Context: an optimization exercise on an open-source flow, tuned for small area. The choices shown serve that exercise and are no tape-out recipe.
Only simulation tests tie the RTL to the original design; equivalence was not proved.
The clock port is modelled as an ideal driver; clocking choices that lean on that would not hold on a real chip.
No activity file was given, so power comes from the tool's default toggle rates.

### flow/run.sh
#!/bin/bash
# Standard ORFS layout with these changes: ABC maps for area with
# flow/area.abc (registers untouched), ports are buffered with the smallest
# buffer, CTS inserts no dummy loads and uses small buffers, and after CTS a
# clock buffer with slow sink slews is upsized (flow/post_cts.tcl).
set -euo pipefail
export AREA_ABC_SCRIPT="$PWD/flow/area.abc"
export BUFFER_PORTS_ARGS="-buffer_cell sky130_fd_sc_hd__buf_1"
export CTS_ARGS="-sink_clustering_enable -repair_clock_nets -dont_use_dummy_load -buf_list sky130_fd_sc_hd__clkbuf_4"
export POST_CTS_TCL="$PWD/flow/post_cts.tcl"
bash standard.sh "SYNTH_SCRIPT=$PWD/flow/synth.tcl" "BUFFER_PORTS_ARGS=$BUFFER_PORTS_ARGS" \
  "CTS_ARGS=$CTS_ARGS" "POST_CTS_TCL=$POST_CTS_TCL" finish > standard_flow.log 2>&1
### flow/area.abc
strash
&get -n
&dch
&nf -R 1000
&put
mfs2
strash
&get -n
&dch
&nf -R 1000
&put
### flow/post_cts.tcl
set_propagated_clock [all_clocks]
estimate_parasitics -placement
set n_up 0
foreach inst [get_cells clkbuf_*] {
  if { [get_property $inst ref_name] ne "sky130_fd_sc_hd__clkbuf_4" } { continue }
  set worst 0
  foreach out [get_pins -of_objects $inst -filter "direction==output"] {
    foreach p [get_pins -of_objects [get_nets -of_objects $out] -filter "direction==input"] {
      if { [get_property $p is_register_clock] ne "1" } { continue }
      set s [get_property $p slew_max]
      if { $s > $worst } { set worst $s }
    }
  }
  if { $worst > 0.108 } {
    puts "post_cts: [get_full_name $inst] sink slew $worst, using clkbuf_8"
    replace_cell $inst sky130_fd_sc_hd__clkbuf_8
    incr n_up
  }
}
puts "post_cts: upsized $n_up clock buffers"
if { $n_up > 0 } {
  detailed_placement
  check_placement -verbose
}
### flow/synth.tcl
proc synth {args} { yosys synth -nofsm -noshare {*}$args }
# Same as synth_recipe.tcl, except that ABC maps with flow/area.abc, and the
# inverters of apb_inv are sized up (below).
proc abc {args} {
  set i [lsearch -exact $args -script]
  if { $i >= 0 } {
    set args [lreplace $args [expr {$i + 1}] [expr {$i + 1}] $::env(AREA_ABC_SCRIPT)]
  }
  yosys abc {*}$args
}
source $::env(SCRIPTS_DIR)/synth.tcl
# The inverters of apb_inv drive a whole register's enables or read selects:
# give them the double-strength inverter, which has the same area.
chtype -set sky130_fd_sc_hd__inv_2 apb_inv/t:sky130_fd_sc_hd__clkinv_1 apb_inv/t:sky130_fd_sc_hd__inv_1
# left out here: clear keep_hierarchy, flatten, clean up, hide names made inside functions, write 1_2_yosys.v
### standard.sh
#!/bin/bash
# synth_recipe.tcl (not shown) runs the flow's synth.tcl, then flattens the netlist and writes it again
# the make line also repeats each setting of config.mk as NAME=value (left out here)
make -C /OpenROAD-flow-scripts/flow DESIGN_CONFIG=/design/flow/config.mk WORK_HOME=/design/flow/orfs CLKGATE_MAP_FILE= SYNTH_SCRIPT=/design/flow/synth_recipe.tcl "${@:-finish}"
### config.mk
export PLATFORM = sky130hd
export DESIGN_NAME = top
export DESIGN_NICKNAME = top
export VERILOG_FILES = /design/flow/design.v
export SDC_FILE = /design/flow/constraint.sdc
export NUM_CORES = 4
export LEC_CHECK = 0
export ABC_AREA = 1
export CAP_MARGIN = 20
export CORE_MARGIN = 2
export CORE_UTILIZATION = 40
export GPL_TIMING_DRIVEN = 0
export SLEW_MARGIN = 20
export SYNTH_HIERARCHICAL = 1
### constraint.sdc
create_clock -name core_clock -period 5.0 [get_ports {pclk}]
set_input_delay 1.0000 -clock core_clock [delete_from_list [all_inputs] [get_ports {pclk}]]
set_output_delay 1.0000 -clock core_clock [all_outputs]
set_load 0.01 [all_outputs]
### design.v
module apb_inv (input a, output y);
  assign y = ~a;
endmodule
module apb_nand2 (input a, input b, output y);
  assign y = ~(a & b);
endmodule
module apb_aoi2 (input [1:0] a, input [1:0] r, output y);
  assign y = ~|(a & r);
endmodule
module apb_aoi3 (input [2:0] a, input [2:0] r, output y);
  assign y = ~|(a & r);
endmodule
module apb_o21ai (input a1, input a2, input b, output y);
  assign y = ~((a1 | a2) & b);
endmodule
module apb_o221ai (input a1, input a2, input b1, input b2, input c, output y);
  assign y = ~((a1 | a2) & (b1 | b2) & c);
endmodule
module apb_o22a (input a1, input a2, input b1, input b2, output y);
  assign y = (a1 | a2) & (b1 | b2);
endmodule
module apb_o211ai (input a1, input a2, input b, input c, output y);
  assign y = ~((a1 | a2) & b & c);
endmodule
module apb_hold (input en, input en_n, input d, input q, output y);
  assign y = (en & d) | (en_n & q);
endmodule
module apb_holdn (input en_b, input en_n, input d, input q, output y);
  assign y = (~en_b & ~d) | (en_n & q);
endmodule
module top
  (
    input               pclk,
    input               presetn,
    input   [31:0]      paddr,
    input   [31:0]      pwdata,
    input               psel,
    input               pwrite,
    input               penable,
    output  [31:0]      prdata
  );
  localparam [31:0] RV1 = 32'h5A5A_5555;
  localparam [31:0] RV2 = 32'h1234_9876;
  localparam [31:0] RV3 = 32'hA5A5_0000;
  localparam [31:0] RV4 = 32'h0000_FFFF;
  reg [3:0]  cntrl;
  reg [31:0] s1, s2, s3, s4;    
  reg [4:0]  selq_n;
  wire base_ok = ~|paddr[31:5] & ~|paddr[1:0];
  wire [4:0] hit;
  assign hit[0] = base_ok & (paddr[4:2] == 3'd0);
  assign hit[1] = base_ok & (paddr[4:2] == 3'd1);
  assign hit[2] = base_ok & (paddr[4:2] == 3'd2);
  assign hit[3] = base_ok & (paddr[4:2] == 3'd3);
  assign hit[4] = base_ok & (paddr[4:2] == 3'd4);
  wire wr = psel & penable & pwrite;
  wire [4:1] x_n = ~({4{wr & presetn}} & hit[4:1]);
  wire [4:1] h_n = ~({4{presetn}} & ~({4{wr}} & hit[4:1]));
  wire [4:1] en, en_b, en_n;
  wire [4:0] a, an;
  assign a[0] = ~selq_n[0];
  wire ce   = presetn & wr & hit[0];
  wire ce_n = presetn & ~(wr & hit[0]);
  wire [3:0]  nxc;
  wire [31:0] nx1, nx2, nx3, nx4;
  always @(posedge pclk) begin
    selq_n <= ~hit;
    cntrl  <= nxc;
    s1 <= nx1;
    s2 <= nx2;
    s3 <= nx3;
    s4 <= nx4;
  end
  apb_inv u_en1  (.a(x_n[1]), .y(en[1]));
  apb_inv u_enb1 (.a(en[1]), .y(en_b[1]));
  apb_inv u_enn1 (.a(h_n[1]), .y(en_n[1]));
  apb_inv u_a1   (.a(selq_n[1]), .y(a[1]));
  apb_inv u_an1  (.a(a[1]), .y(an[1]));
  apb_inv u_en2  (.a(x_n[2]), .y(en[2]));
  apb_inv u_enb2 (.a(en[2]), .y(en_b[2]));
  apb_inv u_enn2 (.a(h_n[2]), .y(en_n[2]));
  apb_inv u_a2   (.a(selq_n[2]), .y(a[2]));
  apb_inv u_an2  (.a(a[2]), .y(an[2]));
  apb_inv u_en3  (.a(x_n[3]), .y(en[3]));
  apb_inv u_enb3 (.a(en[3]), .y(en_b[3]));
  apb_inv u_enn3 (.a(h_n[3]), .y(en_n[3]));
  apb_inv u_a3   (.a(selq_n[3]), .y(a[3]));
  apb_inv u_an3  (.a(a[3]), .y(an[3]));
  apb_inv u_en4  (.a(x_n[4]), .y(en[4]));
  apb_inv u_enb4 (.a(en[4]), .y(en_b[4]));
  apb_inv u_enn4 (.a(h_n[4]), .y(en_n[4]));
  apb_inv u_a4   (.a(selq_n[4]), .y(a[4]));
  apb_inv u_an4  (.a(a[4]), .y(an[4]));
  assign an[0] = selq_n[0];
  apb_hold u_hc0 (.en(ce), .en_n(ce_n), .d(pwdata[0]), .q(cntrl[0]), .y(nxc[0]));
  apb_hold u_hc1 (.en(ce), .en_n(ce_n), .d(pwdata[1]), .q(cntrl[1]), .y(nxc[1]));
  apb_hold u_hc2 (.en(ce), .en_n(ce_n), .d(pwdata[2]), .q(cntrl[2]), .y(nxc[2]));
  apb_hold u_hc3 (.en(ce), .en_n(ce_n), .d(pwdata[3]), .q(cntrl[3]), .y(nxc[3]));
  apb_holdn u_h1_0 (.en_b(en_b[1]), .en_n(en_n[1]), .d(pwdata[0]), .q(s1[0]), .y(nx1[0]));
  apb_hold  u_h1_1 (.en(en[1]), .en_n(en_n[1]), .d(pwdata[1]), .q(s1[1]), .y(nx1[1]));
  apb_holdn u_h1_2 (.en_b(en_b[1]), .en_n(en_n[1]), .d(pwdata[2]), .q(s1[2]), .y(nx1[2]));
  apb_hold  u_h1_3 (.en(en[1]), .en_n(en_n[1]), .d(pwdata[3]), .q(s1[3]), .y(nx1[3]));
  apb_holdn u_h1_4 (.en_b(en_b[1]), .en_n(en_n[1]), .d(pwdata[4]), .q(s1[4]), .y(nx1[4]));
  apb_hold  u_h1_5 (.en(en[1]), .en_n(en_n[1]), .d(pwdata[5]), .q(s1[5]), .y(nx1[5]));
  apb_holdn u_h1_6 (.en_b(en_b[1]), .en_n(en_n[1]), .d(pwdata[6]), .q(s1[6]), .y(nx1[6]));
  apb_hold  u_h1_7 (.en(en[1]), .en_n(en_n[1]), .d(pwdata[7]), .q(s1[7]), .y(nx1[7]));
  apb_holdn u_h1_8 (.en_b(en_b[1]), .en_n(en_n[1]), .d(pwdata[8]), .q(s1[8]), .y(nx1[8]));
  apb_hold  u_h1_9 (.en(en[1]), .en_n(en_n[1]), .d(pwdata[9]), .q(s1[9]), .y(nx1[9]));
  apb_holdn u_h1_10 (.en_b(en_b[1]), .en_n(en_n[1]), .d(pwdata[10]), .q(s1[10]), .y(nx1[10]));
  apb_hold  u_h1_11 (.en(en[1]), .en_n(en_n[1]), .d(pwdata[11]), .q(s1[11]), .y(nx1[11]));
  apb_holdn u_h1_12 (.en_b(en_b[1]), .en_n(en_n[1]), .d(pwdata[12]), .q(s1[12]), .y(nx1[12]));
  apb_hold  u_h1_13 (.en(en[1]), .en_n(en_n[1]), .d(pwdata[13]), .q(s1[13]), .y(nx1[13]));
  apb_holdn u_h1_14 (.en_b(en_b[1]), .en_n(en_n[1]), .d(pwdata[14]), .q(s1[14]), .y(nx1[14]));
  apb_hold  u_h1_15 (.en(en[1]), .en_n(en_n[1]), .d(pwdata[15]), .q(s1[15]), .y(nx1[15]));
  apb_hold  u_h1_16 (.en(en[1]), .en_n(en_n[1]), .d(pwdata[16]), .q(s1[16]), .y(nx1[16]));
  apb_holdn u_h1_17 (.en_b(en_b[1]), .en_n(en_n[1]), .d(pwdata[17]), .q(s1[17]), .y(nx1[17]));
  apb_hold  u_h1_18 (.en(en[1]), .en_n(en_n[1]), .d(pwdata[18]), .q(s1[18]), .y(nx1[18]));
  apb_holdn u_h1_19 (.en_b(en_b[1]), .en_n(en_n[1]), .d(pwdata[19]), .q(s1[19]), .y(nx1[19]));
  apb_holdn u_h1_20 (.en_b(en_b[1]), .en_n(en_n[1]), .d(pwdata[20]), .q(s1[20]), .y(nx1[20]));
  apb_hold  u_h1_21 (.en(en[1]), .en_n(en_n[1]), .d(pwdata[21]), .q(s1[21]), .y(nx1[21]));
  apb_holdn u_h1_22 (.en_b(en_b[1]), .en_n(en_n[1]), .d(pwdata[22]), .q(s1[22]), .y(nx1[22]));
  apb_hold  u_h1_23 (.en(en[1]), .en_n(en_n[1]), .d(pwdata[23]), .q(s1[23]), .y(nx1[23]));
  apb_hold  u_h1_24 (.en(en[1]), .en_n(en_n[1]), .d(pwdata[24]), .q(s1[24]), .y(nx1[24]));
  apb_holdn u_h1_25 (.en_b(en_b[1]), .en_n(en_n[1]), .d(pwdata[25]), .q(s1[25]), .y(nx1[25]));
  apb_hold  u_h1_26 (.en(en[1]), .en_n(en_n[1]), .d(pwdata[26]), .q(s1[26]), .y(nx1[26]));
  apb_holdn u_h1_27 (.en_b(en_b[1]), .en_n(en_n[1]), .d(pwdata[27]), .q(s1[27]), .y(nx1[27]));
  apb_holdn u_h1_28 (.en_b(en_b[1]), .en_n(en_n[1]), .d(pwdata[28]), .q(s1[28]), .y(nx1[28]));
  apb_hold  u_h1_29 (.en(en[1]), .en_n(en_n[1]), .d(pwdata[29]), .q(s1[29]), .y(nx1[29]));
  apb_holdn u_h1_30 (.en_b(en_b[1]), .en_n(en_n[1]), .d(pwdata[30]), .q(s1[30]), .y(nx1[30]));
  apb_hold  u_h1_31 (.en(en[1]), .en_n(en_n[1]), .d(pwdata[31]), .q(s1[31]), .y(nx1[31]));
  apb_hold  u_h2_0 (.en(en[2]), .en_n(en_n[2]), .d(pwdata[0]), .q(s2[0]), .y(nx2[0]));
  apb_holdn u_h2_1 (.en_b(en_b[2]), .en_n(en_n[2]), .d(pwdata[1]), .q(s2[1]), .y(nx2[1]));
  apb_holdn u_h2_2 (.en_b(en_b[2]), .en_n(en_n[2]), .d(pwdata[2]), .q(s2[2]), .y(nx2[2]));
  apb_hold  u_h2_3 (.en(en[2]), .en_n(en_n[2]), .d(pwdata[3]), .q(s2[3]), .y(nx2[3]));
  apb_holdn u_h2_4 (.en_b(en_b[2]), .en_n(en_n[2]), .d(pwdata[4]), .q(s2[4]), .y(nx2[4]));
  apb_holdn u_h2_5 (.en_b(en_b[2]), .en_n(en_n[2]), .d(pwdata[5]), .q(s2[5]), .y(nx2[5]));
  apb_holdn u_h2_6 (.en_b(en_b[2]), .en_n(en_n[2]), .d(pwdata[6]), .q(s2[6]), .y(nx2[6]));
  apb_hold  u_h2_7 (.en(en[2]), .en_n(en_n[2]), .d(pwdata[7]), .q(s2[7]), .y(nx2[7]));
  apb_hold  u_h2_8 (.en(en[2]), .en_n(en_n[2]), .d(pwdata[8]), .q(s2[8]), .y(nx2[8]));
  apb_hold  u_h2_9 (.en(en[2]), .en_n(en_n[2]), .d(pwdata[9]), .q(s2[9]), .y(nx2[9]));
  apb_hold  u_h2_10 (.en(en[2]), .en_n(en_n[2]), .d(pwdata[10]), .q(s2[10]), .y(nx2[10]));
  apb_holdn u_h2_11 (.en_b(en_b[2]), .en_n(en_n[2]), .d(pwdata[11]), .q(s2[11]), .y(nx2[11]));
  apb_holdn u_h2_12 (.en_b(en_b[2]), .en_n(en_n[2]), .d(pwdata[12]), .q(s2[12]), .y(nx2[12]));
  apb_hold  u_h2_13 (.en(en[2]), .en_n(en_n[2]), .d(pwdata[13]), .q(s2[13]), .y(nx2[13]));
  apb_hold  u_h2_14 (.en(en[2]), .en_n(en_n[2]), .d(pwdata[14]), .q(s2[14]), .y(nx2[14]));
  apb_holdn u_h2_15 (.en_b(en_b[2]), .en_n(en_n[2]), .d(pwdata[15]), .q(s2[15]), .y(nx2[15]));
  apb_hold  u_h2_16 (.en(en[2]), .en_n(en_n[2]), .d(pwdata[16]), .q(s2[16]), .y(nx2[16]));
  apb_hold  u_h2_17 (.en(en[2]), .en_n(en_n[2]), .d(pwdata[17]), .q(s2[17]), .y(nx2[17]));
  apb_holdn u_h2_18 (.en_b(en_b[2]), .en_n(en_n[2]), .d(pwdata[18]), .q(s2[18]), .y(nx2[18]));
  apb_hold  u_h2_19 (.en(en[2]), .en_n(en_n[2]), .d(pwdata[19]), .q(s2[19]), .y(nx2[19]));
  apb_holdn u_h2_20 (.en_b(en_b[2]), .en_n(en_n[2]), .d(pwdata[20]), .q(s2[20]), .y(nx2[20]));
  apb_holdn u_h2_21 (.en_b(en_b[2]), .en_n(en_n[2]), .d(pwdata[21]), .q(s2[21]), .y(nx2[21]));
  apb_hold  u_h2_22 (.en(en[2]), .en_n(en_n[2]), .d(pwdata[22]), .q(s2[22]), .y(nx2[22]));
  apb_hold  u_h2_23 (.en(en[2]), .en_n(en_n[2]), .d(pwdata[23]), .q(s2[23]), .y(nx2[23]));
  apb_hold  u_h2_24 (.en(en[2]), .en_n(en_n[2]), .d(pwdata[24]), .q(s2[24]), .y(nx2[24]));
  apb_holdn u_h2_25 (.en_b(en_b[2]), .en_n(en_n[2]), .d(pwdata[25]), .q(s2[25]), .y(nx2[25]));
  apb_hold  u_h2_26 (.en(en[2]), .en_n(en_n[2]), .d(pwdata[26]), .q(s2[26]), .y(nx2[26]));
  apb_hold  u_h2_27 (.en(en[2]), .en_n(en_n[2]), .d(pwdata[27]), .q(s2[27]), .y(nx2[27]));
  apb_holdn u_h2_28 (.en_b(en_b[2]), .en_n(en_n[2]), .d(pwdata[28]), .q(s2[28]), .y(nx2[28]));
  apb_hold  u_h2_29 (.en(en[2]), .en_n(en_n[2]), .d(pwdata[29]), .q(s2[29]), .y(nx2[29]));
  apb_hold  u_h2_30 (.en(en[2]), .en_n(en_n[2]), .d(pwdata[30]), .q(s2[30]), .y(nx2[30]));
  apb_hold  u_h2_31 (.en(en[2]), .en_n(en_n[2]), .d(pwdata[31]), .q(s2[31]), .y(nx2[31]));
  apb_hold  u_h3_0 (.en(en[3]), .en_n(en_n[3]), .d(pwdata[0]), .q(s3[0]), .y(nx3[0]));
  apb_hold  u_h3_1 (.en(en[3]), .en_n(en_n[3]), .d(pwdata[1]), .q(s3[1]), .y(nx3[1]));
  apb_hold  u_h3_2 (.en(en[3]), .en_n(en_n[3]), .d(pwdata[2]), .q(s3[2]), .y(nx3[2]));
  apb_hold  u_h3_3 (.en(en[3]), .en_n(en_n[3]), .d(pwdata[3]), .q(s3[3]), .y(nx3[3]));
  apb_hold  u_h3_4 (.en(en[3]), .en_n(en_n[3]), .d(pwdata[4]), .q(s3[4]), .y(nx3[4]));
  apb_hold  u_h3_5 (.en(en[3]), .en_n(en_n[3]), .d(pwdata[5]), .q(s3[5]), .y(nx3[5]));
  apb_hold  u_h3_6 (.en(en[3]), .en_n(en_n[3]), .d(pwdata[6]), .q(s3[6]), .y(nx3[6]));
  apb_hold  u_h3_7 (.en(en[3]), .en_n(en_n[3]), .d(pwdata[7]), .q(s3[7]), .y(nx3[7]));
  apb_hold  u_h3_8 (.en(en[3]), .en_n(en_n[3]), .d(pwdata[8]), .q(s3[8]), .y(nx3[8]));
  apb_hold  u_h3_9 (.en(en[3]), .en_n(en_n[3]), .d(pwdata[9]), .q(s3[9]), .y(nx3[9]));
  apb_hold  u_h3_10 (.en(en[3]), .en_n(en_n[3]), .d(pwdata[10]), .q(s3[10]), .y(nx3[10]));
  apb_hold  u_h3_11 (.en(en[3]), .en_n(en_n[3]), .d(pwdata[11]), .q(s3[11]), .y(nx3[11]));
  apb_hold  u_h3_12 (.en(en[3]), .en_n(en_n[3]), .d(pwdata[12]), .q(s3[12]), .y(nx3[12]));
  apb_hold  u_h3_13 (.en(en[3]), .en_n(en_n[3]), .d(pwdata[13]), .q(s3[13]), .y(nx3[13]));
  apb_hold  u_h3_14 (.en(en[3]), .en_n(en_n[3]), .d(pwdata[14]), .q(s3[14]), .y(nx3[14]));
  apb_hold  u_h3_15 (.en(en[3]), .en_n(en_n[3]), .d(pwdata[15]), .q(s3[15]), .y(nx3[15]));
  apb_holdn u_h3_16 (.en_b(en_b[3]), .en_n(en_n[3]), .d(pwdata[16]), .q(s3[16]), .y(nx3[16]));
  apb_hold  u_h3_17 (.en(en[3]), .en_n(en_n[3]), .d(pwdata[17]), .q(s3[17]), .y(nx3[17]));
  apb_holdn u_h3_18 (.en_b(en_b[3]), .en_n(en_n[3]), .d(pwdata[18]), .q(s3[18]), .y(nx3[18]));
  apb_hold  u_h3_19 (.en(en[3]), .en_n(en_n[3]), .d(pwdata[19]), .q(s3[19]), .y(nx3[19]));
  apb_hold  u_h3_20 (.en(en[3]), .en_n(en_n[3]), .d(pwdata[20]), .q(s3[20]), .y(nx3[20]));
  apb_holdn u_h3_21 (.en_b(en_b[3]), .en_n(en_n[3]), .d(pwdata[21]), .q(s3[21]), .y(nx3[21]));
  apb_hold  u_h3_22 (.en(en[3]), .en_n(en_n[3]), .d(pwdata[22]), .q(s3[22]), .y(nx3[22]));
  apb_holdn u_h3_23 (.en_b(en_b[3]), .en_n(en_n[3]), .d(pwdata[23]), .q(s3[23]), .y(nx3[23]));
  apb_holdn u_h3_24 (.en_b(en_b[3]), .en_n(en_n[3]), .d(pwdata[24]), .q(s3[24]), .y(nx3[24]));
  apb_hold  u_h3_25 (.en(en[3]), .en_n(en_n[3]), .d(pwdata[25]), .q(s3[25]), .y(nx3[25]));
  apb_holdn u_h3_26 (.en_b(en_b[3]), .en_n(en_n[3]), .d(pwdata[26]), .q(s3[26]), .y(nx3[26]));
  apb_hold  u_h3_27 (.en(en[3]), .en_n(en_n[3]), .d(pwdata[27]), .q(s3[27]), .y(nx3[27]));
  apb_hold  u_h3_28 (.en(en[3]), .en_n(en_n[3]), .d(pwdata[28]), .q(s3[28]), .y(nx3[28]));
  apb_holdn u_h3_29 (.en_b(en_b[3]), .en_n(en_n[3]), .d(pwdata[29]), .q(s3[29]), .y(nx3[29]));
  apb_hold  u_h3_30 (.en(en[3]), .en_n(en_n[3]), .d(pwdata[30]), .q(s3[30]), .y(nx3[30]));
  apb_holdn u_h3_31 (.en_b(en_b[3]), .en_n(en_n[3]), .d(pwdata[31]), .q(s3[31]), .y(nx3[31]));
  apb_holdn u_h4_0 (.en_b(en_b[4]), .en_n(en_n[4]), .d(pwdata[0]), .q(s4[0]), .y(nx4[0]));
  apb_holdn u_h4_1 (.en_b(en_b[4]), .en_n(en_n[4]), .d(pwdata[1]), .q(s4[1]), .y(nx4[1]));
  apb_holdn u_h4_2 (.en_b(en_b[4]), .en_n(en_n[4]), .d(pwdata[2]), .q(s4[2]), .y(nx4[2]));
  apb_holdn u_h4_3 (.en_b(en_b[4]), .en_n(en_n[4]), .d(pwdata[3]), .q(s4[3]), .y(nx4[3]));
  apb_holdn u_h4_4 (.en_b(en_b[4]), .en_n(en_n[4]), .d(pwdata[4]), .q(s4[4]), .y(nx4[4]));
  apb_holdn u_h4_5 (.en_b(en_b[4]), .en_n(en_n[4]), .d(pwdata[5]), .q(s4[5]), .y(nx4[5]));
  apb_holdn u_h4_6 (.en_b(en_b[4]), .en_n(en_n[4]), .d(pwdata[6]), .q(s4[6]), .y(nx4[6]));
  apb_holdn u_h4_7 (.en_b(en_b[4]), .en_n(en_n[4]), .d(pwdata[7]), .q(s4[7]), .y(nx4[7]));
  apb_holdn u_h4_8 (.en_b(en_b[4]), .en_n(en_n[4]), .d(pwdata[8]), .q(s4[8]), .y(nx4[8]));
  apb_holdn u_h4_9 (.en_b(en_b[4]), .en_n(en_n[4]), .d(pwdata[9]), .q(s4[9]), .y(nx4[9]));
  apb_holdn u_h4_10 (.en_b(en_b[4]), .en_n(en_n[4]), .d(pwdata[10]), .q(s4[10]), .y(nx4[10]));
  apb_holdn u_h4_11 (.en_b(en_b[4]), .en_n(en_n[4]), .d(pwdata[11]), .q(s4[11]), .y(nx4[11]));
  apb_holdn u_h4_12 (.en_b(en_b[4]), .en_n(en_n[4]), .d(pwdata[12]), .q(s4[12]), .y(nx4[12]));
  apb_holdn u_h4_13 (.en_b(en_b[4]), .en_n(en_n[4]), .d(pwdata[13]), .q(s4[13]), .y(nx4[13]));
  apb_holdn u_h4_14 (.en_b(en_b[4]), .en_n(en_n[4]), .d(pwdata[14]), .q(s4[14]), .y(nx4[14]));
  apb_holdn u_h4_15 (.en_b(en_b[4]), .en_n(en_n[4]), .d(pwdata[15]), .q(s4[15]), .y(nx4[15]));
  apb_hold  u_h4_16 (.en(en[4]), .en_n(en_n[4]), .d(pwdata[16]), .q(s4[16]), .y(nx4[16]));
  apb_hold  u_h4_17 (.en(en[4]), .en_n(en_n[4]), .d(pwdata[17]), .q(s4[17]), .y(nx4[17]));
  apb_hold  u_h4_18 (.en(en[4]), .en_n(en_n[4]), .d(pwdata[18]), .q(s4[18]), .y(nx4[18]));
  apb_hold  u_h4_19 (.en(en[4]), .en_n(en_n[4]), .d(pwdata[19]), .q(s4[19]), .y(nx4[19]));
  apb_hold  u_h4_20 (.en(en[4]), .en_n(en_n[4]), .d(pwdata[20]), .q(s4[20]), .y(nx4[20]));
  apb_hold  u_h4_21 (.en(en[4]), .en_n(en_n[4]), .d(pwdata[21]), .q(s4[21]), .y(nx4[21]));
  apb_hold  u_h4_22 (.en(en[4]), .en_n(en_n[4]), .d(pwdata[22]), .q(s4[22]), .y(nx4[22]));
  apb_hold  u_h4_23 (.en(en[4]), .en_n(en_n[4]), .d(pwdata[23]), .q(s4[23]), .y(nx4[23]));
  apb_hold  u_h4_24 (.en(en[4]), .en_n(en_n[4]), .d(pwdata[24]), .q(s4[24]), .y(nx4[24]));
  apb_hold  u_h4_25 (.en(en[4]), .en_n(en_n[4]), .d(pwdata[25]), .q(s4[25]), .y(nx4[25]));
  apb_hold  u_h4_26 (.en(en[4]), .en_n(en_n[4]), .d(pwdata[26]), .q(s4[26]), .y(nx4[26]));
  apb_hold  u_h4_27 (.en(en[4]), .en_n(en_n[4]), .d(pwdata[27]), .q(s4[27]), .y(nx4[27]));
  apb_hold  u_h4_28 (.en(en[4]), .en_n(en_n[4]), .d(pwdata[28]), .q(s4[28]), .y(nx4[28]));
  apb_hold  u_h4_29 (.en(en[4]), .en_n(en_n[4]), .d(pwdata[29]), .q(s4[29]), .y(nx4[29]));
  apb_hold  u_h4_30 (.en(en[4]), .en_n(en_n[4]), .d(pwdata[30]), .q(s4[30]), .y(nx4[30]));
  apb_hold  u_h4_31 (.en(en[4]), .en_n(en_n[4]), .d(pwdata[31]), .q(s4[31]), .y(nx4[31]));
  wire r0p;
  apb_aoi3  u_r0p (.a({a[0], a[2], a[3]}), .r({cntrl[0], s2[0], s3[0]}), .y(r0p));
  apb_o221ai u_r0 (.a1(an[1]), .a2(s1[0]), .b1(an[4]), .b2(s4[0]), .c(r0p), .y(prdata[0]));
  wire r1p;
  apb_aoi3  u_r1p (.a({a[0], a[1], a[3]}), .r({cntrl[1], s1[1], s3[1]}), .y(r1p));
  apb_o221ai u_r1 (.a1(an[2]), .a2(s2[1]), .b1(an[4]), .b2(s4[1]), .c(r1p), .y(prdata[1]));
  wire r2p, r2m;
  apb_aoi2  u_r2p (.a({a[0], a[3]}), .r({cntrl[2], s3[2]}), .y(r2p));
  apb_o22a u_r2m (.a1(an[1]), .a2(s1[2]), .b1(an[2]), .b2(s2[2]), .y(r2m));
  apb_o211ai u_r2 (.a1(an[4]), .a2(s4[2]), .b(r2p), .c(r2m), .y(prdata[2]));
  wire r3p, r3q;
  apb_aoi3  u_r3p (.a({a[0], a[1], a[2]}), .r({cntrl[3], s1[3], s2[3]}), .y(r3p));
  apb_nand2 u_r3q (.a(a[3]), .b(s3[3]), .y(r3q));
  apb_o211ai u_r3 (.a1(an[4]), .a2(s4[3]), .b(r3p), .c(r3q), .y(prdata[3]));
  wire r4p, r4m;
  apb_nand2 u_r4p (.a(a[3]), .b(s3[4]), .y(r4p));
  apb_o22a u_r4m (.a1(an[1]), .a2(s1[4]), .b1(an[2]), .b2(s2[4]), .y(r4m));
  apb_o211ai u_r4 (.a1(an[4]), .a2(s4[4]), .b(r4p), .c(r4m), .y(prdata[4]));
  wire r5p;
  apb_aoi2  u_r5p (.a({a[1], a[3]}), .r({s1[5], s3[5]}), .y(r5p));
  apb_o221ai u_r5 (.a1(an[2]), .a2(s2[5]), .b1(an[4]), .b2(s4[5]), .c(r5p), .y(prdata[5]));
  wire r6p, r6m;
  apb_nand2 u_r6p (.a(a[3]), .b(s3[6]), .y(r6p));
  apb_o22a u_r6m (.a1(an[1]), .a2(s1[6]), .b1(an[2]), .b2(s2[6]), .y(r6m));
  apb_o211ai u_r6 (.a1(an[4]), .a2(s4[6]), .b(r6p), .c(r6m), .y(prdata[6]));
  wire r7p;
  apb_aoi3  u_r7p (.a({a[1], a[2], a[3]}), .r({s1[7], s2[7], s3[7]}), .y(r7p));
  apb_o21ai u_r7 (.a1(an[4]), .a2(s4[7]), .b(r7p), .y(prdata[7]));
  wire r8p;
  apb_aoi2  u_r8p (.a({a[2], a[3]}), .r({s2[8], s3[8]}), .y(r8p));
  apb_o221ai u_r8 (.a1(an[1]), .a2(s1[8]), .b1(an[4]), .b2(s4[8]), .c(r8p), .y(prdata[8]));
  wire r9p;
  apb_aoi3  u_r9p (.a({a[1], a[2], a[3]}), .r({s1[9], s2[9], s3[9]}), .y(r9p));
  apb_o21ai u_r9 (.a1(an[4]), .a2(s4[9]), .b(r9p), .y(prdata[9]));
  wire r10p;
  apb_aoi2  u_r10p (.a({a[2], a[3]}), .r({s2[10], s3[10]}), .y(r10p));
  apb_o221ai u_r10 (.a1(an[1]), .a2(s1[10]), .b1(an[4]), .b2(s4[10]), .c(r10p), .y(prdata[10]));
  wire r11p;
  apb_aoi2  u_r11p (.a({a[1], a[3]}), .r({s1[11], s3[11]}), .y(r11p));
  apb_o221ai u_r11 (.a1(an[2]), .a2(s2[11]), .b1(an[4]), .b2(s4[11]), .c(r11p), .y(prdata[11]));
  wire r12p, r12m;
  apb_nand2 u_r12p (.a(a[3]), .b(s3[12]), .y(r12p));
  apb_o22a u_r12m (.a1(an[1]), .a2(s1[12]), .b1(an[2]), .b2(s2[12]), .y(r12m));
  apb_o211ai u_r12 (.a1(an[4]), .a2(s4[12]), .b(r12p), .c(r12m), .y(prdata[12]));
  wire r13p;
  apb_aoi3  u_r13p (.a({a[1], a[2], a[3]}), .r({s1[13], s2[13], s3[13]}), .y(r13p));
  apb_o21ai u_r13 (.a1(an[4]), .a2(s4[13]), .b(r13p), .y(prdata[13]));
  wire r14p;
  apb_aoi2  u_r14p (.a({a[2], a[3]}), .r({s2[14], s3[14]}), .y(r14p));
  apb_o221ai u_r14 (.a1(an[1]), .a2(s1[14]), .b1(an[4]), .b2(s4[14]), .c(r14p), .y(prdata[14]));
  wire r15p;
  apb_aoi2  u_r15p (.a({a[1], a[3]}), .r({s1[15], s3[15]}), .y(r15p));
  apb_o221ai u_r15 (.a1(an[2]), .a2(s2[15]), .b1(an[4]), .b2(s4[15]), .c(r15p), .y(prdata[15]));
  wire r16p;
  apb_aoi3  u_r16p (.a({a[1], a[2], a[4]}), .r({s1[16], s2[16], s4[16]}), .y(r16p));
  apb_o21ai u_r16 (.a1(an[3]), .a2(s3[16]), .b(r16p), .y(prdata[16]));
  wire r17p;
  apb_aoi3  u_r17p (.a({a[2], a[3], a[4]}), .r({s2[17], s3[17], s4[17]}), .y(r17p));
  apb_o21ai u_r17 (.a1(an[1]), .a2(s1[17]), .b(r17p), .y(prdata[17]));
  wire r18p;
  apb_aoi2  u_r18p (.a({a[1], a[4]}), .r({s1[18], s4[18]}), .y(r18p));
  apb_o221ai u_r18 (.a1(an[2]), .a2(s2[18]), .b1(an[3]), .b2(s3[18]), .c(r18p), .y(prdata[18]));
  wire r19p;
  apb_aoi3  u_r19p (.a({a[2], a[3], a[4]}), .r({s2[19], s3[19], s4[19]}), .y(r19p));
  apb_o21ai u_r19 (.a1(an[1]), .a2(s1[19]), .b(r19p), .y(prdata[19]));
  wire r20p;
  apb_aoi2  u_r20p (.a({a[3], a[4]}), .r({s3[20], s4[20]}), .y(r20p));
  apb_o221ai u_r20 (.a1(an[1]), .a2(s1[20]), .b1(an[2]), .b2(s2[20]), .c(r20p), .y(prdata[20]));
  wire r21p;
  apb_aoi2  u_r21p (.a({a[1], a[4]}), .r({s1[21], s4[21]}), .y(r21p));
  apb_o221ai u_r21 (.a1(an[2]), .a2(s2[21]), .b1(an[3]), .b2(s3[21]), .c(r21p), .y(prdata[21]));
  wire r22p;
  apb_aoi3  u_r22p (.a({a[2], a[3], a[4]}), .r({s2[22], s3[22], s4[22]}), .y(r22p));
  apb_o21ai u_r22 (.a1(an[1]), .a2(s1[22]), .b(r22p), .y(prdata[22]));
  wire r23p;
  apb_aoi3  u_r23p (.a({a[1], a[2], a[4]}), .r({s1[23], s2[23], s4[23]}), .y(r23p));
  apb_o21ai u_r23 (.a1(an[3]), .a2(s3[23]), .b(r23p), .y(prdata[23]));
  wire r24p;
  apb_aoi3  u_r24p (.a({a[1], a[2], a[4]}), .r({s1[24], s2[24], s4[24]}), .y(r24p));
  apb_o21ai u_r24 (.a1(an[3]), .a2(s3[24]), .b(r24p), .y(prdata[24]));
  wire r25p;
  apb_aoi2  u_r25p (.a({a[3], a[4]}), .r({s3[25], s4[25]}), .y(r25p));
  apb_o221ai u_r25 (.a1(an[1]), .a2(s1[25]), .b1(an[2]), .b2(s2[25]), .c(r25p), .y(prdata[25]));
  wire r26p;
  apb_aoi3  u_r26p (.a({a[1], a[2], a[4]}), .r({s1[26], s2[26], s4[26]}), .y(r26p));
  apb_o21ai u_r26 (.a1(an[3]), .a2(s3[26]), .b(r26p), .y(prdata[26]));
  wire r27p;
  apb_aoi3  u_r27p (.a({a[2], a[3], a[4]}), .r({s2[27], s3[27], s4[27]}), .y(r27p));
  apb_o21ai u_r27 (.a1(an[1]), .a2(s1[27]), .b(r27p), .y(prdata[27]));
  wire r28p;
  apb_aoi2  u_r28p (.a({a[3], a[4]}), .r({s3[28], s4[28]}), .y(r28p));
  apb_o221ai u_r28 (.a1(an[1]), .a2(s1[28]), .b1(an[2]), .b2(s2[28]), .c(r28p), .y(prdata[28]));
  wire r29p;
  apb_aoi3  u_r29p (.a({a[1], a[2], a[4]}), .r({s1[29], s2[29], s4[29]}), .y(r29p));
  apb_o21ai u_r29 (.a1(an[3]), .a2(s3[29]), .b(r29p), .y(prdata[29]));
  wire r30p;
  apb_aoi3  u_r30p (.a({a[2], a[3], a[4]}), .r({s2[30], s3[30], s4[30]}), .y(r30p));
  apb_o21ai u_r30 (.a1(an[1]), .a2(s1[30]), .b(r30p), .y(prdata[30]));
  wire r31p;
  apb_aoi3  u_r31p (.a({a[1], a[2], a[4]}), .r({s1[31], s2[31], s4[31]}), .y(r31p));
  apb_o21ai u_r31 (.a1(an[3]), .a2(s3[31]), .b(r31p), .y(prdata[31]));
endmodule
==> impl_results.md, run 1 <==
* Run status: timing/DRC/antenna clean
* Post-synth net total at 510
* Ports at roughly 100
* Worst Hold Class: reg2reg
* Clk sink count at between 100 and 150
* Syn Area/Cell at approximately 11 um2
* Synthesis Warnings at 7
* Final hold vios at 0
* Crit path launch type: input port
* Vias in the first global route at 3997
* Placer Congestion at between 0.7 and 0.8
* HPWL after DPL at slightly below 8000 um
* Clock transition at path regs at roughly 80 ps
* Setup_tns at 0 ps
* Max Fclk at 325.1 MHz
* Pwr Total at 1.743 mW
* Cell Rows at 39
* IO Port Bufs at 100
* First-pass GRT wire length at 21120 um
* CTS tree: yes
* DIE AREA at 0.01255 mm2
* Dpl ws at between 1000 and 1500 ps
* Period Utilization, post-route at 0.6151
* Ranking of synthesized cells by area: dfxtp_1, a22o_1, o21ai_0, nand2_1, a222oi_1
* Routed WL at ~13000 um
* Pin count of the biggest net entering global routing at 33
* DR vias/cell at slightly below 6
* Final setup vio count at 0
* Initial Utilization at 0.4089
* Final slew viol count at 0
* Area leader, netlist: dfxtp_1
* WHS at 450.6 ps
* Clock Latency Late Sink at roughly 500 ps
* Filler instances at 1103
* Synthesized area at between 0.004 and 0.005 mm2
* Instance count of the mapped netlist at 441
* Average wire per cell in the routed design at ~19 um
* Sequential fraction of the synthesis area at 0.5874
* Yosys cell types at 19
* Yosys reg bits at 137
* RSZ-0062 raised after global routing: no
* Slew headroom at 0.5111
* Top cell type's share of synthesized area at 0.5874
* Routed Antenna Nets at 0
* 1st-pass router iterations at 6
* Final nets at approximately 630
* Worst Path Required at 5400 ps
* Pin slew with the least headroom to its limit at 732.3 ps
* Drt drc at 0
* Layout Cells excl Fill at between 700 and 800
* Overflow after GRT at 0
* Post-Place Cells at 684
* Final Instance Area at 0.005366 mm2
* Area delta synth->final at 14.93%
* CP Data Arrival Time at 3480 ps
* Post-layout util at 0.4700
* 1st-iter DRT viols at 424
* Leakage at 1.940 nW
* Setup Skew at 0 ps
* Total core area at 0.01142 mm2
* Peak VDD IR at roughly 170 uV
* Share of cells above drive strength 1 at 0.06631
* Pwr Density at 324.7 mW/mm2
* Min Clock Period, post-route at about 3100 ps
* Detailed-route via count at 4115
* Worst Path Max Fanout at 20
* Total track usage at 0.2171
* CP endpoint kind: flip-flop
* Die height at 112.0 um
* Setup ws final at 1924 ps
* Max-cap viol count at 0
* Post-place instance area at 0.005224 mm2
* Initial antenna violation count at 1
* Die width at 112.0 um
* Setup CP Type: in2reg
-- state kept, by name (all words and copies together) (netlist names) --
| name | flops |
|---|---|
| selq_n | 5 |
| s3 | 32 |
| cntrl | 4 |
| s1 | 32 |
| s2 | 32 |
| s4 | 32 |
-- per-module statistics from Yosys (local to each module, per instance), a selection --
module | cells inside | times used
apb_inv | 1 | 20
apb_aoi3 | 1 | 17
apb_o211ai | 1 | 5
apb_o21ai | 1 | 14
apb_aoi2 | 1 | 12
apb_o221ai | 1 | 13
-- worst paths after layout --
kind	slack [ps]	end	startpoint	depth (start not counted)
min reg2reg	450	s4[9]$_DFF_P_	s4[9]$_DFF_P_	2
max reg2reg	4390	s1[26]$_DFF_P_	s1[26]$_DFF_P_	1
max	1920	s2[1]$_DFF_P_	paddr[10]	11
min	450	s4[9]$_DFF_P_	s4[9]$_DFF_P_	2
-- synth_stat cells --
master      n
a222oi_1   17
a22o_1     79
a22oi_1    12
clkinv_1   22
dfxtp_1   137
nand2_1    60
nand3_1     4
nand3b_1    2
nand4_1     1
nor2_1      1
nor2b_1     1
nor3_1      2
nor4_1      7
o211ai_1    5
o21a_1      1
o21ai_0    71
o221ai_1   13
o22a_1      4
or3_1       2
-- final cells by class --
| cell class | instances | area, um2 | area share |
|---|---|---|---|
| flip-flops and latches | 137 | 2743 | 0.5111 |
| multi-input cells | 282 | 1844 | 0.3437 |
| repair buffers | 100 | 375.4 | 0.06995 |
| well taps | 143 | 178.9 | 0.03334 |
| clock buffers | 17 | 140.1 | 0.02611 |
| inverters | 22 | 82.58 | 0.01539 |
| diodes | 1 | 2.502 | 0.0004663 |
-- report_power, final --
group          leakage, nW  total (mW)  switching [mW]  internal [mW]
logic                0.737       0.102          0.0651         0.0369
clock network       0.0834       0.487           0.315          0.172
registers             1.12        1.15          0.0208           1.13
-- layer usage --
| layer | up-vias | track usage | wire [um] | share of wire |
|---|---|---|---|---|
| met5 | - | 0 | 0 | 0 |
| li1 | 1956 | - | - | - |
| met4 | 0 | 0.05122 | 106 | 0.0079 |
| met1 | 1973 | 0.3009 | 6047 | 0.45 |
| met3 | 8 | 0.05292 | 909 | 0.068 |
| met2 | 178 | 0.3459 | 6275 | 0.47 |
-- kinds of logic after synthesis --
family	count (synthesis)	share of synthesized area
AND/OR/NAND/NOR	80	0.07342
buffers and inverters	22	0.01769
AO/OA/AOI/OAI	202	0.3215
flip-flops	137	0.5874
-- cells in the final DEF, fill, tap and decap left out --
master    count
a22o_1       79
o221ai_1     13
o211ai_1      5
diode_2       1
nand2_1      60
inv_2        20
nor3_1        2
nand3_1       4
or3_1         2
a22oi_1      12
clkbuf_8      2
nor2_1        1
nand3b_1      2
clkbuf_4     15
nor4_1        7
buf_1       100
o21ai_0      71
o22a_1        4
o21a_1        1
nand4_1       1
nor2b_1       1
clkinv_1      2
a222oi_1     17
dfxtp_1     137
-- worst max-delay path: stages --
cell,delay (ps)
buf_1,70
nor4_1,290
nand4_1,140
nor4_1,300
nor2b_1,280
nand3b_1,130
o21ai_0,270
nand2_1,100
inv_2,410
inv_2,250
o21ai_0,220
==> inputs of run 2 (changes only) <==
--- a/design.v
+++ b/design.v
@@ -26,4 +26,7 @@
   assign y = (en & d) | (en_n & q);
 endmodule
+module apb_holds (input en, input en_n, input rst, input d, input q, output y);
+  assign y = (en & d) | (en_n & q) | rst;
+endmodule
 module apb_holdn (input en_b, input en_n, input d, input q, output y);
   assign y = (~en_b & ~d) | (en_n & q);
@@ -55,7 +58,8 @@
   assign hit[4] = base_ok & (paddr[4:2] == 3'd4);
   wire wr = psel & penable & pwrite;
-  wire [4:1] x_n = ~({4{wr & presetn}} & hit[4:1]);
+  wire [4:1] en_b = ~({4{wr & presetn}} & hit[4:1]);
+  wire rst = ~presetn;
   wire [4:1] h_n = ~({4{presetn}} & ~({4{wr}} & hit[4:1]));
-  wire [4:1] en, en_b, en_n;
+  wire [4:1] en, en_n;
   wire [4:0] a, an;
   assign a[0] = ~selq_n[0];
@@ -72,25 +76,17 @@
     s4 <= nx4;
   end
-  apb_inv u_en1  (.a(x_n[1]), .y(en[1]));
-  apb_inv u_enb1 (.a(en[1]), .y(en_b[1]));
+  apb_inv u_en1  (.a(en_b[1]), .y(en[1]));
   apb_inv u_enn1 (.a(h_n[1]), .y(en_n[1]));
   apb_inv u_a1   (.a(selq_n[1]), .y(a[1]));
-  apb_inv u_an1  (.a(a[1]), .y(an[1]));
-  apb_inv u_en2  (.a(x_n[2]), .y(en[2]));
-  apb_inv u_enb2 (.a(en[2]), .y(en_b[2]));
+  apb_inv u_en2  (.a(en_b[2]), .y(en[2]));
   apb_inv u_enn2 (.a(h_n[2]), .y(en_n[2]));
   apb_inv u_a2   (.a(selq_n[2]), .y(a[2]));
-  apb_inv u_an2  (.a(a[2]), .y(an[2]));
-  apb_inv u_en3  (.a(x_n[3]), .y(en[3]));
-  apb_inv u_enb3 (.a(en[3]), .y(en_b[3]));
+  apb_inv u_en3  (.a(en_b[3]), .y(en[3]));
   apb_inv u_enn3 (.a(h_n[3]), .y(en_n[3]));
   apb_inv u_a3   (.a(selq_n[3]), .y(a[3]));
-  apb_inv u_an3  (.a(a[3]), .y(an[3]));
-  apb_inv u_en4  (.a(x_n[4]), .y(en[4]));
-  apb_inv u_enb4 (.a(en[4]), .y(en_b[4]));
+  apb_inv u_en4  (.a(en_b[4]), .y(en[4]));
   apb_inv u_enn4 (.a(h_n[4]), .y(en_n[4]));
   apb_inv u_a4   (.a(selq_n[4]), .y(a[4]));
-  apb_inv u_an4  (.a(a[4]), .y(an[4]));
-  assign an[0] = selq_n[0];
+  assign an = selq_n;
   apb_hold u_hc0 (.en(ce), .en_n(ce_n), .d(pwdata[0]), .q(cntrl[0]), .y(nxc[0]));
   apb_hold u_hc1 (.en(ce), .en_n(ce_n), .d(pwdata[1]), .q(cntrl[1]), .y(nxc[1]));
@@ -195,9 +191,9 @@
   apb_holdn u_h4_0 (.en_b(en_b[4]), .en_n(en_n[4]), .d(pwdata[0]), .q(s4[0]), .y(nx4[0]));
   apb_holdn u_h4_1 (.en_b(en_b[4]), .en_n(en_n[4]), .d(pwdata[1]), .q(s4[1]), .y(nx4[1]));
-  apb_holdn u_h4_2 (.en_b(en_b[4]), .en_n(en_n[4]), .d(pwdata[2]), .q(s4[2]), .y(nx4[2]));
+  apb_holds u_h4_2 (.en(en[4]), .en_n(en_n[4]), .rst(rst), .d(pwdata[2]), .q(s4[2]), .y(nx4[2]));
   apb_holdn u_h4_3 (.en_b(en_b[4]), .en_n(en_n[4]), .d(pwdata[3]), .q(s4[3]), .y(nx4[3]));
-  apb_holdn u_h4_4 (.en_b(en_b[4]), .en_n(en_n[4]), .d(pwdata[4]), .q(s4[4]), .y(nx4[4]));
+  apb_holds u_h4_4 (.en(en[4]), .en_n(en_n[4]), .rst(rst), .d(pwdata[4]), .q(s4[4]), .y(nx4[4]));
   apb_holdn u_h4_5 (.en_b(en_b[4]), .en_n(en_n[4]), .d(pwdata[5]), .q(s4[5]), .y(nx4[5]));
-  apb_holdn u_h4_6 (.en_b(en_b[4]), .en_n(en_n[4]), .d(pwdata[6]), .q(s4[6]), .y(nx4[6]));
+  apb_holds u_h4_6 (.en(en[4]), .en_n(en_n[4]), .rst(rst), .d(pwdata[6]), .q(s4[6]), .y(nx4[6]));
   apb_holdn u_h4_7 (.en_b(en_b[4]), .en_n(en_n[4]), .d(pwdata[7]), .q(s4[7]), .y(nx4[7]));
   apb_holdn u_h4_8 (.en_b(en_b[4]), .en_n(en_n[4]), .d(pwdata[8]), .q(s4[8]), .y(nx4[8]));
@@ -205,5 +201,5 @@
   apb_holdn u_h4_10 (.en_b(en_b[4]), .en_n(en_n[4]), .d(pwdata[10]), .q(s4[10]), .y(nx4[10]));
   apb_holdn u_h4_11 (.en_b(en_b[4]), .en_n(en_n[4]), .d(pwdata[11]), .q(s4[11]), .y(nx4[11]));
-  apb_holdn u_h4_12 (.en_b(en_b[4]), .en_n(en_n[4]), .d(pwdata[12]), .q(s4[12]), .y(nx4[12]));
+  apb_holds u_h4_12 (.en(en[4]), .en_n(en_n[4]), .rst(rst), .d(pwdata[12]), .q(s4[12]), .y(nx4[12]));
   apb_holdn u_h4_13 (.en_b(en_b[4]), .en_n(en_n[4]), .d(pwdata[13]), .q(s4[13]), .y(nx4[13]));
   apb_holdn u_h4_14 (.en_b(en_b[4]), .en_n(en_n[4]), .d(pwdata[14]), .q(s4[14]), .y(nx4[14]));
@@ -231,23 +227,20 @@
   apb_aoi3  u_r1p (.a({a[0], a[1], a[3]}), .r({cntrl[1], s1[1], s3[1]}), .y(r1p));
   apb_o221ai u_r1 (.a1(an[2]), .a2(s2[1]), .b1(an[4]), .b2(s4[1]), .c(r1p), .y(prdata[1]));
-  wire r2p, r2m;
-  apb_aoi2  u_r2p (.a({a[0], a[3]}), .r({cntrl[2], s3[2]}), .y(r2p));
-  apb_o22a u_r2m (.a1(an[1]), .a2(s1[2]), .b1(an[2]), .b2(s2[2]), .y(r2m));
-  apb_o211ai u_r2 (.a1(an[4]), .a2(s4[2]), .b(r2p), .c(r2m), .y(prdata[2]));
+  wire r2p;
+  apb_aoi3  u_r2p (.a({a[0], a[3], a[4]}), .r({cntrl[2], s3[2], s4[2]}), .y(r2p));
+  apb_o221ai u_r2 (.a1(an[1]), .a2(s1[2]), .b1(an[2]), .b2(s2[2]), .c(r2p), .y(prdata[2]));
   wire r3p, r3q;
   apb_aoi3  u_r3p (.a({a[0], a[1], a[2]}), .r({cntrl[3], s1[3], s2[3]}), .y(r3p));
   apb_nand2 u_r3q (.a(a[3]), .b(s3[3]), .y(r3q));
   apb_o211ai u_r3 (.a1(an[4]), .a2(s4[3]), .b(r3p), .c(r3q), .y(prdata[3]));
-  wire r4p, r4m;
-  apb_nand2 u_r4p (.a(a[3]), .b(s3[4]), .y(r4p));
-  apb_o22a u_r4m (.a1(an[1]), .a2(s1[4]), .b1(an[2]), .b2(s2[4]), .y(r4m));
-  apb_o211ai u_r4 (.a1(an[4]), .a2(s4[4]), .b(r4p), .c(r4m), .y(prdata[4]));
+  wire r4p;
+  apb_aoi2  u_r4p (.a({a[3], a[4]}), .r({s3[4], s4[4]}), .y(r4p));
+  apb_o221ai u_r4 (.a1(an[1]), .a2(s1[4]), .b1(an[2]), .b2(s2[4]), .c(r4p), .y(prdata[4]));
   wire r5p;
   apb_aoi2  u_r5p (.a({a[1], a[3]}), .r({s1[5], s3[5]}), .y(r5p));
   apb_o221ai u_r5 (.a1(an[2]), .a2(s2[5]), .b1(an[4]), .b2(s4[5]), .c(r5p), .y(prdata[5]));
-  wire r6p, r6m;
-  apb_nand2 u_r6p (.a(a[3]), .b(s3[6]), .y(r6p));
-  apb_o22a u_r6m (.a1(an[1]), .a2(s1[6]), .b1(an[2]), .b2(s2[6]), .y(r6m));
-  apb_o211ai u_r6 (.a1(an[4]), .a2(s4[6]), .b(r6p), .c(r6m), .y(prdata[6]));
+  wire r6p;
+  apb_aoi2  u_r6p (.a({a[3], a[4]}), .r({s3[6], s4[6]}), .y(r6p));
+  apb_o221ai u_r6 (.a1(an[1]), .a2(s1[6]), .b1(an[2]), .b2(s2[6]), .c(r6p), .y(prdata[6]));
   wire r7p;
   apb_aoi3  u_r7p (.a({a[1], a[2], a[3]}), .r({s1[7], s2[7], s3[7]}), .y(r7p));
@@ -265,8 +258,7 @@
   apb_aoi2  u_r11p (.a({a[1], a[3]}), .r({s1[11], s3[11]}), .y(r11p));
   apb_o221ai u_r11 (.a1(an[2]), .a2(s2[11]), .b1(an[4]), .b2(s4[11]), .c(r11p), .y(prdata[11]));
-  wire r12p, r12m;
-  apb_nand2 u_r12p (.a(a[3]), .b(s3[12]), .y(r12p));
-  apb_o22a u_r12m (.a1(an[1]), .a2(s1[12]), .b1(an[2]), .b2(s2[12]), .y(r12m));
-  apb_o211ai u_r12 (.a1(an[4]), .a2(s4[12]), .b(r12p), .c(r12m), .y(prdata[12]));
+  wire r12p;
+  apb_aoi2  u_r12p (.a({a[3], a[4]}), .r({s3[12], s4[12]}), .y(r12p));
+  apb_o221ai u_r12 (.a1(an[1]), .a2(s1[12]), .b1(an[2]), .b2(s2[12]), .c(r12p), .y(prdata[12]));
   wire r13p;
   apb_aoi3  u_r13p (.a({a[1], a[2], a[3]}), .r({s1[13], s2[13], s3[13]}), .y(r13p));
==> run 2 against run 1 <==
  * Final cell count fell by 2.3%
  * Critical path depth shrank 7
  * Worst hold slack got worse by 1.2 ps
  * Combinational power shrank 41%
  * Die area down 0.83%
  * Largest power group unchanged
==> impl_results.md, run 2 <==
* Average wire per cell in the routed design at 19.59 um (was 19.00 um)
* Worst Hold Class: reg2reg (unchanged)
* HPWL after DPL at 7994 um (was 7764 um)
* Total core area at 0.01137 mm2 (was 0.01142 mm2)
* Most common cell in the netlist: dfxtp_1 (unchanged)
* 1st-iter DRT viols at 365 (was 424)
* Setup ws final at 1488 ps (was 1924 ps)
* Final setup vio count at 0 (unchanged)
* Pwr Density at 312.1 mW/mm2 (was 324.7 mW/mm2)
* DR vias/cell at 5.968 (was 5.862)
* Clock Latency Late Sink at 490 ps (about the same)
* Crit path launch type: flip-flop (was input port)
* Synthesis Warnings at 7 (unchanged)
* Peak VDD IR at 130.9 uV (was 167.2 uV)
* Final nets at 613 (was 629)
* Critical path's largest stage delay at 830 ps (was 410 ps)
* Most used cells in the layout excluding fill and tap cells: dfxtp_1, buf_1, a22o_1 (unchanged)
* CTS tree: yes (unchanged)
* Initial antenna violation count at 1 (unchanged)
* Instance count of the mapped netlist at 425 (was 441)
* Die width at 111.6 um (was 112.0 um)
* Synthesized area at 0.004629 mm2 (was 0.004669 mm2)
* CP Data Arrival Time at 2510 ps (was 3480 ps)
* Max-cap viol count at 0 (unchanged)
* Final hold vios at 0 (unchanged)
* Drt drc at 0 (unchanged)
* First-pass GRT wire length at 21050 um (was 21120 um)
* Multi-input gate area at 0.001834 mm2 (was 0.001844 mm2)
* Worst reg-to-reg path cell count at 1 (unchanged)
* Post-Place Cells at 668 (was 684)
* Reg-to-reg startpoint: s4[2]$_DFF_P_ (was s1[26]$_DFF_P_)
* Setup_tns at 0 ps (unchanged)
* Top cell type's share of synthesized area at 0.5924 (was 0.5874)
* Initial Utilization at 0.4072 (was 0.4089)
* Area leader, netlist: dfxtp_1 (unchanged)
* Routed WL at 13440 um (was 13340 um)
* Yosys reg bits at 137 (unchanged)
* Slew headroom at 0.4660 (was 0.5111)
* Yosys cell types at 18 (was 19)
* Share of cells above drive strength 1 at 0.05351 (was 0.06631)
* RSZ-0062 raised after global routing: no (unchanged)
* Run status: timing/DRC/antenna clean (unchanged)
* Routed Antenna Nets at 0 (unchanged)
* Max Fclk at 284.7 MHz (was 325.1 MHz)
* R2R setup slack at 4280 ps (was 4390 ps)
* Worst r2r dst: s4[2]$_DFF_P_ (was s1[26]$_DFF_P_)
* Filler instances at 1093 (was 1103)
* Hold Path Sink: s4[7]$_DFF_P_ (was s4[9]$_DFF_P_)
* IO Port Bufs at 100 (unchanged)
* Worst Path Max Fanout at 19 (was 20)
* Dpl ws at 1130 ps (was 1423 ps)
* Sequential fraction of the synthesis area at 0.5924 (was 0.5874)
* Post-synth net total at 494 (was 510)
* Setup Skew at 0 ps (unchanged)
* Overflow after GRT at 0 (unchanged)
* Ys async rst share at 0 (unchanged)
* Pin count of the biggest net entering global routing at 33 (unchanged)
* Setup CP Type: reg2out (was in2reg)
* Min Clock Period, post-route at 3512 ps (was 3076 ps)
* 1st-pass router iterations at 8 (was 6)
* Detailed-route via count at 4094 (was 4115)
* Pin slew with the least headroom to its limit at 799.9 ps (was 732.3 ps)
* Ranking of synthesized cells by area: dfxtp_1, a22o_1, o21ai_0, nand2_1, a222oi_1 (unchanged)
* Slowest-stage cell, CP: dfxtp_1 (was inv_2)
* Layout Cells excl Fill at 686 (was 702)
* Hold path startpoint: s4[7]$_DFF_P_ (was s4[9]$_DFF_P_)
* Clock transition at path regs at 90 ps (was 80 ps)
* Placer Congestion at 0.7413 (was 0.7217)
* CP endpoint kind: output pin (was flip-flop)
* Area delta synth->final at 15.19% (was 14.93%)
* Synth cell count leaders: dfxtp_1, a22o_1, o21ai_0, nand2_1, a222oi_1 (was dfxtp_1, a22o_1, o21ai_0, nand2_1, clkinv_1)
* Vias in the first global route at 3921 (was 3997)
* Cell Rows at 39 (unchanged)
* Worst hold path depth at 2 (unchanged)
* Ports at 101 (unchanged)
* DIE AREA at 0.01245 mm2 (was 0.01255 mm2)
* Clk sink count at 137 (unchanged)
* Worst Path Required at 4000 ps (was 5400 ps)
* Final slew viol count at 0 (unchanged)
* Leakage at 1.886 nW (was 1.940 nW)
* Ys flop type: dfxtp_1 (unchanged)
* Die height at 111.6 um (was 112.0 um)
* Total track usage at 0.2160 (was 0.2171)
* Worst path cell trace: inv_2 -> a222oi_1 -> o21ai_0 -> buf_1 (was buf_1 -> nor4_1 -> nand4_1 -> nor4_1 -> nor2b_1 -> nand3b_1 -> o21ai_0 -> nand2_1 -> inv_2 -> inv_2 -> o21ai_0)
* Pwr Total at 1.664 mW (was 1.743 mW)
* Syn Area/Cell at 10.89 um2 (was 10.59 um2)
* WHS at 449.4 ps (was 450.6 ps)
* EDFF count, synth at 0 (unchanged)
* Commonest non-fill, non-tap cell in the layout: dfxtp_1 (unchanged)
* FF+latch area at 0.002743 mm2 (unchanged)
* Period Utilization, post-route at 0.7025 (was 0.6151)
-- run 2: Yosys stat by module (local to each module, per instance), excerpt --
module | area [um2] | cells | copies in the design | flip-flops and latches
apb_nand2 | 3.754 | 1 | 1 | 0
apb_o221ai | 8.758 | 1 | 17 | 0
apb_o21ai | 5.005 | 1 | 14 | 0
apb_aoi2 | 7.507 | 1 | 14 | 0
apb_holdn | 8.758 | 2 | 49 | 0
apb_inv | 3.754 | 1 | 12 | 0
-- run 2: logic make-up (layout without fill, tap and decap cells) --
family	after synthesis	in the layout	share of synthesized area
other cells	0	1	0
buf+inv	14	131	0.01135
simple gates	74	74	0.07027
flops	137	137	0.5924
compound gates	200	200	0.3259
-- run 2: how the worst max path moves through the flow --
stage                            startpoint             end  slack (ps)  cells after the start
final                     selq_n[2]$_DFF_P_      prdata[17]        1490                      4
after global routing      selq_n[2]$_DFF_P_      prdata[30]        1220                      4
after detailed placement          paddr[18]   s2[0]$_DFF_P_        1130                      9
after global placement            paddr[10]  s2[13]$_DFF_P_        1210                      9
after floorplan                   paddr[14]   s2[0]$_DFF_P_        2060                      8
-- run 2: power breakdown --
part	internal (mW)	total, mW	switching [mW]
registers	1.09	1.09	0.00135
logic	0.0162	0.0606	0.0444
clock network	0.181	0.510	0.330
total	1.29	1.66	0.375
-- run 2: final cells by class --
class / instances / share of cell area
multi-input combinational: 274 / 0.3440
inverter: 14 / 0.009855
timing repair buffer: 100 / 0.07039
tap: 143 / 0.03355
sequential: 137 / 0.5143
antenna: 1 / 0.0004693
clock buffer: 17 / 0.02745
-- run 2: worst max-delay path: cells and delay by family, from the launching register on --
family / cells / cell delay, ps
compound gates: 2 / 590
flops: 1 / 830
buf+inv: 2 / 570
-- run 2: per-layer routing --
metal / share of wire / up-vias / wire length, um / global-route usage
li1: - / 1935 / - / -
met2: 0.47 / 185 / 6259 / 0.3398
met4: 0.0082 / 0 / 110 / 0.05432
met5: 0 / - / 0 / 0
met1: 0.45 / 1968 / 6054 / 0.2944
met3: 0.076 / 6 / 1017 / 0.06260
-- run 2: through the flow --
step	util	area, um2
finish	0.4690	5333
global route	0.4690	5333
detailed placement	0.4559	5184
global placement	0.4559	5184
floorplan	-	4629

-- afterwards: timing with drivers on the ports --
In the flow no input, the clock included, has a driving cell. The finished layouts below were timed again as built, in two steps. Step 1 (the two cells are an assumption about what drives the block):
set clk [get_ports {pclk}]
set_driving_cell -lib_cell sky130_fd_sc_hd__clkbuf_16 $clk
set_driving_cell -lib_cell sky130_fd_sc_hd__buf_2 [delete_from_list [all_inputs] $clk]
Step 2 times the ports against the registers' clock, not the clock port: input delays grow and output delays shrink by t, the midpoint of the rising clock arrivals with the driver on. a / b / c = no drivers / after step 1 / after step 2; a / b = the first two.
run | t (ns) | slack for setup (ns) | hold WS [ns] | worst register clock-pin slew, ns | worst data-port slew with drivers (ns)
run 1 | 0.520 | 1.924 / 1.943 / 1.423 | 0.451 / 0.451 / 0.451 | 0.10 / 0.10 | 0.05
run 2 | 0.536 | 1.488 / 1.453 / 1.112 | 0.449 / 0.449 / 0.449 | 0.10 / 0.10 | 0.05
After both steps setup and hold are still met in every run listed. The setup slack of run 1, which loses most, moves by +0.019 ns with the drivers and by -0.501 ns with both steps.
